This design comes from an exercise in tuning for small area on the open sky130 flow, not from production work.
The RTL was checked by simulation tests, not by an equivalence proof against the original design.
Power and IR drop assume default switching activity.

Setup of the reference run:
==> module game_engine, before the edit <==
module game_engine(
		input clk_in,
		input rst_in,          
		input step_in,         
		input car_in,          
		input mv_cw_in,
		input mv_acw_in,
		input clr_in,          
		output [127:0] line1_out,
		output [127:0] line2_out
    );
	localparam [127:0] MSG  = "  Game  Over    ";
	localparam [15:0] ENV1 = 16'b0010_0000_0001_0000;  
	localparam [15:0] ENV2 = 16'b0000_0010_0000_0010;  
	reg [3:0] q;               
	reg loaded;                
	reg [1:0] st;              
	wire over = st[1] & st[0];
	wire [3:0] dlo = {q[1] & q[0], q[1] & !q[0], !q[1] & q[0], !q[1] & !q[0]};
	wire [3:0] dhi = {q[3] & q[2], q[3] & !q[2], !q[3] & q[2], !q[3] & !q[2]};
	wire [3:0] dhl = {4{loaded}} & dhi;
	wire [15:0] m, ml;         
	genvar j;
	generate
	for (j = 0; j < 16; j = j + 1) begin : dec
		assign m[j]  = dlo[j % 4] & dhi[j / 4];
		assign ml[j] = dlo[j % 4] & dhl[j / 4];
	end
	endgenerate
	wire hit1 = ml[4] | ml[13];
	wire hit2 = ml[1] | ml[9];
	wire hit = (st == 2'd1 && hit1) || (st == 2'd2 && hit2);
	always @(posedge clk_in) begin
		if (rst_in || hit) begin
			q <= 4'd0;
			loaded <= 1'b0;
		end else if (step_in && !over) begin
			q <= {q[3] ^ (q[2] & q[1] & q[0]), q[2] ^ (q[1] & q[0]), q[1] ^ q[0], !q[0]};
			loaded <= loaded | (&q);
		end
	end
	always @(posedge clk_in) begin
		if (rst_in) begin
			st <= 2'd0;
		end else begin
			if (hit) st <= 2'd3;
			else if (!over && car_in) begin
				if (mv_acw_in) st <= 2'd2;
				else if (mv_cw_in) st <= 2'd1;
			end
		end
	end
	wire [15:1] ge;
	assign ge[8]  = q[3];
	assign ge[4]  = q[3] | q[2];
	assign ge[12] = q[3] & q[2];
	assign ge[2]  = ge[4] | q[1];
	assign ge[6]  = q[3] | (q[2] & q[1]);
	assign ge[10] = q[3] & (q[2] | q[1]);
	assign ge[14] = ge[12] & q[1];
	assign ge[1]  = ge[2] | q[0];
	assign ge[3]  = ge[4] | (q[1] & q[0]);
	assign ge[5]  = q[3] | (q[2] & (q[1] | q[0]));
	assign ge[7]  = q[3] | (q[2] & q[1] & q[0]);
	assign ge[9]  = q[3] & (q[2] | q[1] | q[0]);
	assign ge[11] = q[3] & (q[2] | (q[1] & q[0]));
	assign ge[13] = ge[12] & (q[1] | q[0]);
	assign ge[15] = ge[14] & q[0];
	genvar i;
	generate
	for (i = 1; i < 16; i = i + 1) begin : pos
		wire g1 = (i > 4  ? m[(20 - i) % 16] : ml[(20 - i) % 16]) |
		          (i > 13 ? m[(29 - i) % 16] : ml[(29 - i) % 16]);
		wire g2 = (i > 1  ? m[(17 - i) % 16] : ml[(17 - i) % 16]) |
		          (i > 9  ? m[(25 - i) % 16] : ml[(25 - i) % 16]);
		wire vis = loaded | ge[16 - i];
		wire b5 = MSG[8*i+5] ? (over | vis) : vis;
		wire [7:0] msg = MSG[8*i+7:8*i];
		assign line1_out[8*i+7:8*i] = {1'b0, msg[6] & over, b5,
		                               msg[4] ? (over | g1) : g1, msg[3] ? (over | g1) : g1,
		                               msg[2] ? (over | g1) : g1, msg[1] ? (over | g1) : g1,
		                               msg[0] & over};
		assign line2_out[8*i+7:8*i] = {1'b0, msg[6] & over, b5,
		                               msg[4] ? (over | g2) : g2, msg[3] ? (over | g2) : g2,
		                               msg[2] ? (over | g2) : g2, msg[1] ? (over | g2) : g2,
		                               msg[0] & over};
	end
	endgenerate
	assign line1_out[7:0] = clr_in ? 8'h00 : (st == 2'd1) ? "<" : " ";
	assign line2_out[7:0] = clr_in ? 8'h00 : (st == 2'd2) ? "<" : (st == 2'd0) ? 8'h60 : " ";
endmodule
==> flow/config.mk <==
export PLATFORM = sky130hd
export DESIGN_NAME = quad_game_top
export DESIGN_NICKNAME = quad_game_top
export VERILOG_FILES = /design/flow/design.v
export SDC_FILE = /design/flow/constraint.sdc
export NUM_CORES = 4
export LEC_CHECK = 0
export CAP_MARGIN = 20
export CORE_MARGIN = 2
export CORE_UTILIZATION = 40
export SLEW_MARGIN = 20
==> flow/constraint.sdc <==
create_clock -name core_clock -period 10.0 [get_ports {clk_in}]
set_input_delay 2.0000 -clock core_clock [delete_from_list [all_inputs] [get_ports {clk_in}]]
set_output_delay 2.0000 -clock core_clock [all_outputs]
set_load 0.01 [all_outputs]
standard.sh (not shown) runs the stock make flow with config.mk's settings and CLKGATE_MAP_FILE= SYNTH_SCRIPT=/design/flow/synth_recipe.tcl, a recipe that flattens the netlist after the stock synthesis.
==> flow/flow/run.sh <==
#!/bin/bash
# Own layout flow.
# Synthesis: the standard synthesis script (synth_recipe.tcl), with two
# changes to the combinational mapping only: no adder extraction
# (ADDER_MAP_FILE empty) and an area-oriented ABC script (abc_area.script).
# Registers, their names and their cells are those of the standard synthesis.
# Layout: the standard layout, except that every port buffer is a buf_1
# and each output port that carries a constant gets a buf_1 of its own too,
# fed from shared tie cells (see const_ports.tcl).
set -euo pipefail
W=$(pwd)
{
  head -n 1 synth_recipe.tcl
  cat <<EOT
set ::env(ADDER_MAP_FILE) ""
proc abc {args} {
  set i [lsearch -exact \$args -script]
  if { \$i >= 0 } { lset args [expr {\$i + 1}] $W/flow/abc_area.script }
  yosys abc {*}\$args
}
EOT
  tail -n +2 synth_recipe.tcl
} > "$W/own_synth.tcl"
bash standard.sh "SYNTH_SCRIPT=$W/own_synth.tcl" synth > "$W/synth.log" 2>&1
bash standard.sh SKIP_REPAIR_TIE_FANOUT=1 \
  "PRE_GLOBAL_PLACE_TCL=$W/flow/const_ports.tcl" \
  "BUFFER_PORTS_ARGS=-buffer_cell sky130_fd_sc_hd__buf_1" \
  "CTS_ARGS=-sink_clustering_enable -buf_list sky130_fd_sc_hd__clkbuf_4 -root_buf sky130_fd_sc_hd__clkbuf_4 -dont_use_dummy_load -repair_clock_nets" \
  finish > "$W/layout.log" 2>&1
Other scripts of this flow, unchanged in this note and not shown: flow/flow/abc_area.script, flow/flow/const_ports.tcl
The reference run: full flow OK, the timing, design-rule and antenna checks passed
> inputs changed (the reference run -> the trial run)
diff --git a/flow/design.v b/flow/design.v
--- a/flow/design.v
+++ b/flow/design.v
@@ -93,11 +93,11 @@
 	reg [3:0] q;               
 	reg loaded;                
 	reg [1:0] st;              
 	wire over = st[1] & st[0];
 	wire [3:0] dlo = {q[1] & q[0], q[1] & !q[0], !q[1] & q[0], !q[1] & !q[0]};
-	wire [3:0] dhi = {q[3] & q[2], q[3] & !q[2], !q[3] & q[2], !q[3] & !q[2]};
+	wire [3:0] dhi = {4{!over}} & {q[3] & q[2], q[3] & !q[2], !q[3] & q[2], !q[3] & !q[2]};
 	wire [3:0] dhl = {4{loaded}} & dhi;
 	wire [15:0] m, ml;         
 	genvar j;
 	generate
 	for (j = 0; j < 16; j = j + 1) begin : dec
@@ -105,25 +105,21 @@
 		assign ml[j] = dlo[j % 4] & dhl[j / 4];
 	end
 	endgenerate
 	wire hit1 = ml[4] | ml[13];
 	wire hit2 = ml[1] | ml[9];
-	wire hit = (st == 2'd1 && hit1) || (st == 2'd2 && hit2);
 	always @(posedge clk_in) begin
-		if (rst_in || hit) begin
+		if (rst_in) begin
 			q <= 4'd0;
 			loaded <= 1'b0;
-		end else if (step_in && !over) begin
-			q <= {q[3] ^ (q[2] & q[1] & q[0]), q[2] ^ (q[1] & q[0]), q[1] ^ q[0], !q[0]};
-			loaded <= loaded | (&q);
-		end
-	end
-	always @(posedge clk_in) begin
-		if (rst_in) begin
 			st <= 2'd0;
 		end else begin
-			if (hit) st <= 2'd3;
+			if (step_in) begin
+				q <= {q[3] ^ (q[2] & q[1] & q[0]), q[2] ^ (q[1] & q[0]), q[1] ^ q[0], !q[0]};
+				loaded <= loaded | (&q);
+			end
+			if ((st == 2'd1 && hit1) || (st == 2'd2 && hit2)) st <= 2'd3;
 			else if (!over && car_in) begin
 				if (mv_acw_in) st <= 2'd2;
 				else if (mv_cw_in) st <= 2'd1;
 			end
 		end
@@ -150,11 +146,11 @@
 		wire g1 = (i > 4  ? m[(20 - i) % 16] : ml[(20 - i) % 16]) |
 		          (i > 13 ? m[(29 - i) % 16] : ml[(29 - i) % 16]);
 		wire g2 = (i > 1  ? m[(17 - i) % 16] : ml[(17 - i) % 16]) |
 		          (i > 9  ? m[(25 - i) % 16] : ml[(25 - i) % 16]);
 		wire vis = loaded | ge[16 - i];
-		wire b5 = MSG[8*i+5] ? (over | vis) : vis;
+		wire b5 = MSG[8*i+5] ? (over | vis) : (!over & vis);
 		wire [7:0] msg = MSG[8*i+7:8*i];
 		assign line1_out[8*i+7:8*i] = {1'b0, msg[6] & over, b5,
 		                               msg[4] ? (over | g1) : g1, msg[3] ? (over | g1) : g1,
 		                               msg[2] ? (over | g1) : g1, msg[1] ? (over | g1) : g1,
 		                               msg[0] & over};
[summary]
Run comparison: the trial run cell with the largest stage delay on the worst path sky130_fd_sc_hd__nor2_4; the reference run cell with the largest stage delay on the worst path sky130_fd_sc_hd__o22ai_1. Relative to the reference run, the final design instance area without fill measured on the trial run has increased slightly. Between the trial run and the reference run, the met3 global-route usage figures differ only marginally. The trial run vs. the reference run: power fell by about 0.36%; instance count on the critical path up 1; highest fanout seen on the critical path rose by 33; number of antenna cells inserted roughly the same; power share of the clock group dropped 0.4 points. The trial run vs the reference run, end point of the critical path: line1_out[49] vs line1_out[74]. Critical path arrival was lower in the run labelled the reference run. Changes observed in the trial run relative to the reference run: power in the clock group went down about 2%; number of cells produced by synthesis went down 1.3%; non-clock buffer instance count of the final layout went up 1. The run showing the greater highest clock rate is the reference run. Compared with the reference run, count of unique library cells instantiated by Yosys in the trial run increased by a few percent. For the reference run, the startpoint of the worst setup timing path was gameEngine.q[1], unlike the trial run, where it was gameEngine.st[0].

-- re-timing with driven ports --
No port has a modelled driver above. Below, the same layouts with a new extraction and two added sets of constraints.
Step 1 (the two cells are an assumption about what drives the block):
set clk [get_ports {clk_in}]
set_driving_cell -lib_cell sky130_fd_sc_hd__clkbuf_16 $clk
set_driving_cell -lib_cell sky130_fd_sc_hd__buf_2 [delete_from_list [all_inputs] $clk]
Step 2 moves the port delays by t, midway between the first and last clock arrival at a register: inputs arrive t later, outputs are due t later. That takes back most of the time a late clock gives input paths.
a / b / c = ideal ports / drivers / drivers and shift; a / b = the first two.
| run | shift t [ns] | slack for setup (ns) | worst hold slack (ns) | worst setup path at the end |
|---|---|---|---|---|
| the reference run | 0.356 | 5.323 / 5.296 / 5.652 | 0.421 / 0.421 / 0.421 | register to output |
| the trial run | 0.340 | 4.923 / 4.901 / 5.241 | 0.430 / 0.430 / 0.430 | register to output |
After both steps setup and hold are still met in every run listed.
